This design comes from an exercise in tuning for small area, a short achievable clock period and few clock cycles per item on the open sky130 flow, not from production work.
In this exercise RTL edits were held to simulation tests only and were not proved equivalent to the original.

Design mult32x32_fast, start of the top module:
module mult32x32_fast (
    input logic clk,
    input logic reset,
    input logic start,
    input logic [31:0] a,
    input logic [31:0] b,
    output logic busy,
    output logic [63:0] product
);
For scale: ~130 I/O pins, ~18000 µm² of cells after synthesis.
Settings: LEC_CHECK=0, CAP_MARGIN=20, CORE_MARGIN=2, CORE_UTILIZATION=40, CTS_BUF_LIST=sky130_fd_sc_hd__clkbuf_4 sky130_fd_sc_hd__clkbuf_8, SETUP_SLACK_MARGIN=4.8, SLEW_MARGIN=20, SYNTH_HIERARCHICAL=1, SYNTH_MINIMUM_KEEP_SIZE=0, TNS_END_PERCENT=0; clock period 10.0 ns.
standard.sh (not shown) runs the stock make flow with config.mk's settings and CLKGATE_MAP_FILE= SYNTH_SCRIPT=/design/flow/synth_recipe.tcl, a recipe that flattens the netlist after the stock synthesis.
==> flow/flow/run.sh <==
#!/bin/bash
# Own layout flow: the standard synthesis and layout (standard.sh), with two changes:
#  - before floorplanning, every combinational cell of the synthesized netlist is set to
#    the smallest drive strength of its footprint (flow/resize.py); registers are untouched,
#    and the layout's repair steps size cells up again where needed;
#  - ports are buffered with buf_2 instead of the default port buffer.
# Each tool's output goes to a log file in this folder.
set -euo pipefail
R=orfs/results/sky130hd/mult32x32_fast/base
export BUFFER_PORTS_ARGS="-buffer_cell sky130_fd_sc_hd__buf_2"
export SKIP_INCREMENTAL_REPAIR=1
bash standard.sh synth > synth.log 2>&1
python3 flow/resize.py "$FLOW_HOME/platforms/sky130hd/lib/sky130_fd_sc_hd__tt_025C_1v80.lib" $R/1_2_yosys.v > resize.log 2>&1
touch $R/1_2_yosys.v
bash standard.sh > layout.log 2>&1
Other scripts of this flow, unchanged in this note and not shown: flow/flow/resize.py
The baseline finished clean.
Testbench counts at the start, summed over its fixed seeds: cycles 4,794, items 3,200.
Edit:
--- a/flow/flow/run.sh
+++ b/flow/flow/run.sh
@@ -10,3 +10,3 @@
 export BUFFER_PORTS_ARGS="-buffer_cell sky130_fd_sc_hd__buf_2"
-export SKIP_INCREMENTAL_REPAIR=1
+export RECOVER_POWER=100
 bash standard.sh synth > synth.log 2>&1
After rerunning:
- Now the flow ran to the end with violations: capacitance limit, slew limit
- register-to-register slack is worse by 1.4 ns
- cell area rises by 6.0%
- routed wire length went up by 2.9%
- cell count came out higher by 2.3%
Edit:
--- a/flow/flow/run.sh
+++ b/flow/flow/run.sh
@@ -10,3 +10,2 @@
 export BUFFER_PORTS_ARGS="-buffer_cell sky130_fd_sc_hd__buf_2"
-export RECOVER_POWER=100
 bash standard.sh synth > synth.log 2>&1
This time the run finished with timing, DRC and antenna clean.
Hold slack gains 0.0061 ns.
Core utilization rises by 0.55 points.
Wire length barely changes.
Die area stays the same.
Clock-buffer cell count stays the same.
Non-clock buffer count is unchanged.
Worst setup slack gains 1.7 ns.
Design area rises slightly.
Synthesized area stays the same.
Edit:
--- a/flow/flow/run.sh
+++ b/flow/flow/run.sh
@@ -10,2 +10,4 @@
 export BUFFER_PORTS_ARGS="-buffer_cell sky130_fd_sc_hd__buf_2"
+export SKIP_INCREMENTAL_REPAIR=1
+export SETUP_MOVE_SEQUENCE="sizeup,swap"
 bash standard.sh synth > synth.log 2>&1
What happened:
- The changed run finished clean
- setup slack got worse by 0.17 ns
- sequential share of layout area increases by 1.2 points
- routed wire length decreases by about 3.7%
- final cell count decreases by 2.8%
- final area decreases by about 7%
- non-clock buffer count decreases by 68
Edit:
--- a/flow/flow/run.sh
+++ b/flow/flow/run.sh
@@ -11,3 +11,2 @@
 export SKIP_INCREMENTAL_REPAIR=1
-export SETUP_MOVE_SEQUENCE="sizeup,swap"
 bash standard.sh synth > synth.log 2>&1
--- a/flow/config.mk
+++ b/flow/config.mk
@@ -11,3 +11,3 @@
 export CTS_BUF_LIST = sky130_fd_sc_hd__clkbuf_4 sky130_fd_sc_hd__clkbuf_8
-export SETUP_SLACK_MARGIN = 4.8
+export SETUP_SLACK_MARGIN = 5.0
 export SLEW_MARGIN = 20
First-iteration DRC count went up by a few percent.
Core utilization is higher by 2.1 points.
Maximum frequency grows by a few percent.
Clock skew came out higher by 0.0031 ns.

========
Starting RTL as in the previous note.
Settings: LEC_CHECK=0, CAP_MARGIN=20, CORE_MARGIN=2, CORE_UTILIZATION=40, CTS_BUF_LIST=sky130_fd_sc_hd__clkbuf_4 sky130_fd_sc_hd__clkbuf_8, SETUP_SLACK_MARGIN=4.8, SLEW_MARGIN=20, SYNTH_HIERARCHICAL=1, SYNTH_MINIMUM_KEEP_SIZE=0, TNS_END_PERCENT=0; clock period 10.0 ns.
==> flow/flow/run.sh <==
#!/bin/bash
# Own layout flow: the standard synthesis and layout (standard.sh), with these changes:
#  - before floorplanning, each combinational cell of the synthesized netlist gets the drive
#    strength its fanout calls for (flow/resize.py): the smallest variant of its footprint for
#    a small fanout, larger ones for large fanouts. Registers are untouched; the layout's repair
#    steps size cells again where slew, capacitance or timing need it;
#  - ports are buffered with buf_2 instead of the default port buffer;
#  - timing repair only sizes cells up and swaps pins (no buffering or cloning), and the
#    repair after global routing is skipped (the repair after clock tree synthesis remains).
# Each tool's output goes to a log file in this folder.
set -euo pipefail
R=orfs/results/sky130hd/mult32x32_fast/base
export BUFFER_PORTS_ARGS="-buffer_cell sky130_fd_sc_hd__buf_2"
export SKIP_INCREMENTAL_REPAIR=1
export SETUP_MOVE_SEQUENCE="sizeup,swap"
bash standard.sh synth > synth.log 2>&1
python3 flow/resize.py "$FLOW_HOME/platforms/sky130hd/lib/sky130_fd_sc_hd__tt_025C_1v80.lib" $R/1_2_yosys.v 4 8 > resize.log 2>&1
touch $R/1_2_yosys.v
bash standard.sh > layout.log 2>&1
Other scripts of this flow, unchanged in this note and not shown: flow/flow/resize.py
Testbench counts at the start, summed over its fixed seeds: cycles 4,794, items 3,200.
Change:
--- a/flow/flow/run.sh
+++ b/flow/flow/run.sh
@@ -17 +17 @@
-python3 flow/resize.py "$FLOW_HOME/platforms/sky130hd/lib/sky130_fd_sc_hd__tt_025C_1v80.lib" $R/1_2_yosys.v 4 8 > resize.log 2>&1
+python3 flow/resize.py "$FLOW_HOME/platforms/sky130hd/lib/sky130_fd_sc_hd__tt_025C_1v80.lib" $R/1_2_yosys.v > resize.log 2>&1
TNS_END_PERCENT = 10   (was 0)
Clock-buffer cell count is unchanged.
Maximum frequency is higher by 3.1%.
Hold slack degrades by 0.11 ns.
Flip-flop and latch count stays the same.
Setup slack improves by 0.17 ns.
Final cell count hardly moves.
Change:
==> flow/flow/run.sh (replaced) <==
#!/bin/bash
# Own layout flow: the standard synthesis and layout (standard.sh), with two changes:
#  - before floorplanning, every combinational cell of the synthesized netlist is set to
#    the smallest drive strength of its footprint (flow/resize.py); registers are untouched,
#    and the layout's repair steps size cells up again where needed;
#  - ports are buffered with buf_2 instead of the default port buffer.
# Each tool's output goes to a log file in this folder.
set -euo pipefail
R=orfs/results/sky130hd/mult32x32_fast/base
export BUFFER_PORTS_ARGS="-buffer_cell sky130_fd_sc_hd__buf_2"
export SKIP_INCREMENTAL_REPAIR=1
export SKIP_CTS_REPAIR_TIMING=1
export SETUP_MOVE_SEQUENCE="sizeup,swap"
bash standard.sh synth > synth.log 2>&1
python3 flow/resize.py "$FLOW_HOME/platforms/sky130hd/lib/sky130_fd_sc_hd__tt_025C_1v80.lib" $R/1_2_yosys.v > resize.log 2>&1
touch $R/1_2_yosys.v
bash standard.sh > layout.log 2>&1
TNS_END_PERCENT = 0   (was 10)
What happened: Design area drops by about 3.3%. Register-to-register slack degrades by 0.62 ns.
Change:
==> flow/flow/run.sh (replaced) <==
#!/bin/bash
# Own layout flow: the standard synthesis and layout (standard.sh), with these changes:
#  - before floorplanning, each combinational cell of the synthesized netlist gets the drive
#    strength its fanout calls for (flow/resize.py): the smallest variant of its footprint for
#    a small fanout, larger ones for large fanouts. Registers are untouched; the layout's repair
#    steps size cells again where slew, capacitance or timing need it;
#  - ports are buffered with buf_2 instead of the default port buffer;
#  - timing repair only sizes cells up and swaps pins (no buffering or cloning), and the
#    repair after global routing is skipped (the repair after clock tree synthesis remains).
# Each tool's output goes to a log file in this folder.
set -euo pipefail
R=orfs/results/sky130hd/mult32x32_fast/base
export BUFFER_PORTS_ARGS="-buffer_cell sky130_fd_sc_hd__buf_2"
export SKIP_INCREMENTAL_REPAIR=1
export SETUP_MOVE_SEQUENCE="sizeup,swap"
bash standard.sh synth > synth.log 2>&1
python3 flow/resize.py "$FLOW_HOME/platforms/sky130hd/lib/sky130_fd_sc_hd__tt_025C_1v80.lib" $R/1_2_yosys.v > resize.log 2>&1
touch $R/1_2_yosys.v
bash standard.sh > layout.log 2>&1
Sequential cell count is unchanged. Die area is unchanged. Hold slack stays flat. Area after synthesis does not change. Sequential share of layout area falls by 0.35 points. First-iteration DRC count falls by about 5%.
Change:
==> flow/flow/run.sh (replaced) <==
#!/bin/bash
# Own layout flow: the standard synthesis and layout (standard.sh), with two changes:
#  - before floorplanning, every combinational cell of the synthesized netlist is set to
#    the smallest drive strength of its footprint (flow/resize.py); registers are untouched,
#    and the layout's repair steps size cells up again where needed;
#  - ports are buffered with buf_2 instead of the default port buffer.
# Each tool's output goes to a log file in this folder.
set -euo pipefail
R=orfs/results/sky130hd/mult32x32_fast/base
export BUFFER_PORTS_ARGS="-buffer_cell sky130_fd_sc_hd__buf_2"
export SKIP_INCREMENTAL_REPAIR=1
export SETUP_MOVE_SEQUENCE="sizeup,swap"
bash standard.sh synth > synth.log 2>&1
python3 flow/resize.py "$FLOW_HOME/platforms/sky130hd/lib/sky130_fd_sc_hd__tt_025C_1v80.lib" $R/1_2_yosys.v > resize.log 2>&1
touch $R/1_2_yosys.v
bash standard.sh > layout.log 2>&1
SETUP_SLACK_MARGIN = 4.4   (was 4.8)
=> Cell area shrinks by 2.3%. Via count hardly moves. Fmax shrinks by 4.1%.

static timing again, ports no longer ideal:
The results above use ideal ports. As a check the final layouts listed here were re-extracted and re-timed, cells and wires unchanged. Step 1 (the two cells are an assumption about what drives the block):
set clk [get_ports {clk}]
set_driving_cell -lib_cell sky130_fd_sc_hd__clkbuf_16 $clk
set_driving_cell -lib_cell sky130_fd_sc_hd__buf_2 [delete_from_list [all_inputs] $clk]
Step 2 times the ports against the registers' clock, not the clock port: input delays grow and output delays shrink by t, the midpoint of the rising clock arrivals with the driver on. Three values: ideal, step 1, step 2; two values: the first two.
run | shift t [ns] | setup WS [ns] | worst data-port slew with drivers (ns) | cell pins on the clock port's net
the first run of note 1 | 0.504 | 4.521 / 4.531 / 4.039 | 0.05 | 1
the second run of note 1 | 0.504 | 3.021 / 2.973 / 3.056 | 0.15 | 1
the third run of note 1 | 0.502 | 4.677 / 4.629 / 4.127 | 0.15 | 1
the fourth run of note 1 | 0.494 | 4.507 / 4.529 / 4.035 | 0.05 | 1
the fifth run of note 1 | 0.499 | 4.667 / 4.645 / 4.176 | 0.07 | 1
the first run of note 2 | 0.493 | 4.431 / 4.432 / 3.957 | 0.05 | 1
the second run of note 2 | 0.481 | 4.600 / 4.581 / 4.113 | 0.07 | 1
the third run of note 2 | 0.501 | 4.050 / 4.050 / 3.731 | 0.05 | 1
the fourth run of note 2 | 0.494 | 4.507 / 4.529 / 4.035 | 0.05 | 1
the fifth run of note 2 | 0.492 | 4.272 / 4.284 / 3.800 | 0.06 | 1
The setup slack of the third run of note 1, which loses most, moves by -0.048 ns with the drivers and by -0.550 ns with both steps.
